Source: an optimization exercise on an open RTL-to-GDS flow (aim: small area). Production flows keep margins and buffers that such runs may drop. In this exercise RTL edits were held to simulation tests only and were not proved equivalent to the original. Power is estimated from default activity; no workload was simulated.

==> flow/design.v <==
module psone_debounce(
	input	iCLK,
	input	iRESET,
	input	iKEY,
	output	oKEY_FRONT
);
localparam N = 11;
function [N-1:0] lstep(input [N-1:0] s);
	if (N == 11) lstep = {s[N-2:0], ~(s[10] ^ s[8])};
	else         lstep = {s[N-2:0], ~(s[3] ^ s[2])};	 
endfunction
function [N-1:0] lpow(input integer n);
	integer i;
	begin
		lpow = {N{1'b0}};
		for (i = 0; i < n; i = i + 1) lpow = lstep(lpow);
	end
endfunction
localparam [N-1:0] L_LAST = lpow((1 << (N-1)) - 1);
reg key_deb;
reg [1:0]  dff;
reg [1:0]  pressed;
reg [N-1:0] cnt;
reg done;
always @(posedge iCLK or negedge iRESET) begin
	if (!iRESET) begin
		dff     <= 2'd0;
		pressed <= 2'd0;
		key_deb <= 1'b0;
	end else begin
		dff     <= {dff[0], iKEY};
		pressed <= {pressed[0], key_deb};
		if (done) key_deb <= dff[1];
	end
end
always @(posedge iCLK) begin
	if (dff[0] ^ dff[1]) begin
		cnt  <= {N{1'b0}};
		done <= 1'b0;
	end else begin
		cnt <= lstep(cnt);
		if (cnt == L_LAST) done <= 1'b1;
	end
end
assign oKEY_FRONT = !pressed[0] & pressed[1];
endmodule
module psone(
	input		iCLK,
	input		iRESET,
	input		iKEY_ST,  
	output	oCS,
	output	oCLK,
	output	oMOSI,
	input		iMISO,
	input		iACK,
	input		iRX,
	output	oTX,
	output	oIND
);
localparam HP = 3500;			 
localparam HB = 2604;			 
localparam HR = HP - HB + 1;	 
function [11:0] hstep(input [11:0] s);
	hstep = {s[10:0], ~(s[11] ^ s[5] ^ s[3] ^ s[0])};
endfunction
function [11:0] hpow(input integer n);
	integer i;
	begin
		hpow = 12'd0;
		for (i = 0; i < n; i = i + 1) hpow = hstep(hpow);
	end
endfunction
localparam [11:0] H_END = hpow(HP);	 
localparam [11:0] H_RE  = hpow(HR);	 
wire KEY_PR;
reg en;		 
reg M;		 
reg cs;
reg mosi;
reg tx;
reg [11:0] H;
reg [4:0]  E;
reg [3:0]  B;
reg        miso;
reg        bit_buf;
reg [71:0] ring;
reg [3:0]  P9;
reg [2:0]  P8;
wire HALF_PER   = (H == H_END);
wire E25        = (E == 5'd25);
wire END_PACKET = (B == 4'd9);
wire EN_SPI     = en & ~M & ~END_PACKET;
wire LAST       = HALF_PER & (E == 5'd22) & (B == 4'd8);	 
wire MATCH      = (P9 == B) & (P8 == E[3:1]);
wire WR         = MATCH & ~M & ~E[0] & (~E[4] | (E[3:1] == 3'd0));
always @(posedge iCLK or negedge iRESET) begin
	if (!iRESET) en <= 1'b0;
	else if (KEY_PR) en <= ~en;
end
always @(posedge iCLK or negedge iRESET) begin
	if (!iRESET) begin
		cs   <= 1'b1;
		mosi <= 1'b0;
	end else begin
		cs   <= EN_SPI ? ((B == 4'd0) ? 1'b0 : cs) : 1'b1;
		mosi <= ~cs & (((B == 4'd0) & (E < 5'd3)) |
		               ((B == 4'd1) & ((E == 5'd3) | (E == 5'd4) | (E == 5'd13) | (E == 5'd14))));
	end
end
always @(posedge iCLK or negedge iRESET) begin
	if (!iRESET) begin
		M <= 1'b0;
		E <= 5'd0;
		B <= 4'd0;
	end else if (END_PACKET) begin
		M <= 1'b1;
		E <= 5'd25;
		B <= 4'd15;
	end else if (M ? LAST : cs) begin
		M <= 1'b0;
		E <= 5'd0;
		B <= 4'd0;
	end else if (E25) begin
		E <= {4'd0, M};
		B <= B + 1'b1;
	end else if (HALF_PER | (M & (E >= 5'd23))) E <= E + 1'b1;
end
always @(posedge iCLK) begin
	if (M ? LAST : ~(EN_SPI & ~HALF_PER)) H <= 12'd0;
	else if (M & (HALF_PER | E25)) H <= H_RE;
	else H <= hstep(H);
end
always @(posedge iCLK or negedge iRESET) begin
	if (!iRESET) tx <= 1'b1;
	else if (M) begin
		if (E25) tx <= 1'b0;
		else if (HALF_PER & ~E[0]) tx <= bit_buf | (E[4] & (E[3:1] != 3'd0));
	end else tx <= 1'b1;
end
always @(posedge iCLK or negedge iRESET) begin
	if (!iRESET) begin
		P9 <= 4'd0;
		P8 <= 3'd0;
	end else begin
		P9 <= (P9 == 4'd8) ? 4'd0 : P9 + 1'b1;
		P8 <= P8 + 1'b1;
	end
end
always @(posedge iCLK) begin
	miso <= iMISO;
	if (M) begin
		if (MATCH) bit_buf <= ring[0];
	end else if (E[0] & ~HALF_PER) bit_buf <= miso;
	ring <= {WR ? bit_buf : ring[0], ring[71:1]};
end
psone_debounce DEB(
	.iCLK(iCLK),
	.iRESET(iRESET),
	.iKEY(iKEY_ST),
	.oKEY_FRONT(KEY_PR)
);
assign oCS   = cs;
assign oCLK  = ~(E[0] & ~E[4] & ~M);
assign oMOSI = mosi;
assign oTX   = tx;
assign oIND  = en;
endmodule
clock: 10.0 ns
lec_check: 0
cap_margin: 20
core_margin: 2
core_utilization: 65
cts_buf_list: sky130_fd_sc_hd__clkbuf_4
cts_cluster_diameter: 100
cts_cluster_size: 40
place_density: 0.8
slew_margin: 20
standard.sh (not shown) runs the stock make flow with config.mk's settings and CLKGATE_MAP_FILE= SYNTH_SCRIPT=/design/flow/synth_recipe.tcl, a recipe that flattens the netlist after the stock synthesis.
==> flow/flow/run.sh <==
#!/bin/bash
# The standard layout (standard.sh) with three changes:
#  - synthesis maps the logic with an area-oriented ABC script (flow/abc_area.script)
#    in place of ORFS's speed script; everything else in the synthesis is the
#    standard one (synth_recipe.tcl on ORFS's synth.tcl), so the registers and
#    their names are the standard synthesis's;
#  - clock tree synthesis without dummy loads, from clkbuf_4 buffers;
#  - port buffers are buf_1 cells.
# Each tool's output goes to a log file here.
set -euo pipefail
W=$(pwd)

# A copy of ORFS's scripts in which the speed ABC script is ours.
rm -rf "$W/orfs_scripts"
cp -r "$FLOW_HOME/scripts" "$W/orfs_scripts"
cp "$W/flow/abc_area.script" "$W/orfs_scripts/abc_speed.script"
{
  echo "set ::env(SCRIPTS_DIR) {$W/orfs_scripts}"
  cat "$W/synth_recipe.tcl"
} > "$W/area_synth.tcl"

export CTS_ARGS="-sink_clustering_enable -repair_clock_nets -dont_use_dummy_load -buf_list sky130_fd_sc_hd__clkbuf_4 -sink_clustering_size 40 -sink_clustering_max_diameter 100"
export BUFFER_PORTS_ARGS="-buffer_cell sky130_fd_sc_hd__buf_1"

# Synthesis only, with our script; standard.sh then finds it done and goes on.
make -C "$FLOW_HOME" DESIGN_CONFIG="$W/config.mk" WORK_HOME="$W/orfs" CLKGATE_MAP_FILE= \
  SYNTH_SCRIPT="$W/area_synth.tcl" ADDER_MAP_FILE= synth > "$W/synth.log" 2>&1
bash standard.sh > "$W/standard.log" 2>&1
==> flow/flow/abc_area.script <==
strash
&get -n
&st
&dch
&nf -p -R 1000 -C 32
&put
mfs2
strash
&get -n
&st
&dch
&nf -p -R 1000 -C 32
&put
mfs2
strash
&get -n
&st
&dch
&nf -p -R 1000 -C 32
&put
topo
Rerun with:
--- a/flow/design.v
+++ b/flow/design.v
@@ -4,25 +4,16 @@
 	input	iKEY,
 	output	oKEY_FRONT
 );
 localparam N = 11;
-function [N-1:0] lstep(input [N-1:0] s);
-	if (N == 11) lstep = {s[N-2:0], ~(s[10] ^ s[8])};
-	else         lstep = {s[N-2:0], ~(s[3] ^ s[2])};	 
-endfunction
-function [N-1:0] lpow(input integer n);
-	integer i;
-	begin
-		lpow = {N{1'b0}};
-		for (i = 0; i < n; i = i + 1) lpow = lstep(lpow);
-	end
-endfunction
-localparam [N-1:0] L_LAST = lpow((1 << (N-1)) - 1);
+localparam TAP = (N == 11) ? 8 : 2;	 
+localparam [N-1:0] SEED = (N == 11) ? 'h01f : 'h5;
 reg key_deb;
 reg [1:0]  dff;
 reg [1:0]  pressed;
 reg [N-1:0] cnt;
-reg done;
+wire low_ones = &cnt[N-2:0];
+wire done     = low_ones & cnt[N-1];
 always @(posedge iCLK or negedge iRESET) begin
 	if (!iRESET) begin
 		dff     <= 2'd0;
 		pressed <= 2'd0;
@@ -33,15 +24,10 @@
 		if (done) key_deb <= dff[1];
 	end
 end
 always @(posedge iCLK) begin
-	if (dff[0] ^ dff[1]) begin
-		cnt  <= {N{1'b0}};
-		done <= 1'b0;
-	end else begin
-		cnt <= lstep(cnt);
-		if (cnt == L_LAST) done <= 1'b1;
-	end
+	if (dff[0] ^ dff[1]) cnt <= SEED;
+	else cnt <= {cnt[N-2:0], ~(cnt[N-1] ^ cnt[TAP]) | low_ones};
 end
 assign oKEY_FRONT = !pressed[0] & pressed[1];
 endmodule
 module psone(
@@ -136,15 +122,18 @@
 		if (E25) tx <= 1'b0;
 		else if (HALF_PER & ~E[0]) tx <= bit_buf | (E[4] & (E[3:1] != 3'd0));
 	end else tx <= 1'b1;
 end
+function [2:0] p8step(input [2:0] s);
+	p8step = {s[1:0], s[2] ^ (s[1] | ~s[0])};
+endfunction
 always @(posedge iCLK or negedge iRESET) begin
 	if (!iRESET) begin
 		P9 <= 4'd0;
 		P8 <= 3'd0;
 	end else begin
-		P9 <= (P9 == 4'd8) ? 4'd0 : P9 + 1'b1;
-		P8 <= P8 + 1'b1;
+		P9 <= P9[3] ? 4'd0 : (P9[2:0] == 3'd4) ? 4'd8 : {1'b0, p8step(P9[2:0])};
+		P8 <= p8step(P8);
 	end
 end
 always @(posedge iCLK) begin
 	miso <= iMISO;
Power is lower by 0.52%.
Critical path depth stays the same.
Die area is lower by 1.8%.
Design area is lower by 1.7%.
Final cell count barely changes.
Wire length is higher by 0.85%.
Global-route usage is higher by 0.44 points.
Worst setup slack got worse by 150 ps.
Register-to-register slack got worse by 280 ps.
Sequential share of layout area is higher by 0.68 points.

## afterwards: timing with drivers on the ports
The flow's constraints put no driver on any port. The routed layouts listed below were extracted and timed again, unchanged, in two steps.
Step 1 (the two cells are an assumption about what drives the block):
set clk [get_ports {iCLK}]
set_driving_cell -lib_cell sky130_fd_sc_hd__clkbuf_16 $clk
set_driving_cell -lib_cell sky130_fd_sc_hd__buf_2 [delete_from_list [all_inputs] $clk]
Step 2 also shifts input and output timing later by t, the mid clock arrival at the registers, as if the neighbouring blocks saw the same clock.
Slacks: no drivers / after step 1 / after step 2; pairs: no drivers / after step 1.
run | shift t [ns] | slack for setup (ns) | worst hold slack (ns) | worst setup path after step 2 | worst data-port slew with drivers (ns)
the first run | 0.494 | 6.586 / 6.561 / 7.055 | 0.306 / 0.306 / 0.306 | register to output | 0.03
the second run | 0.497 | 6.440 / 6.412 / 6.909 | 0.301 / 0.301 / 0.301 | register to output | 0.03
After both steps setup and hold are still met in every run listed.
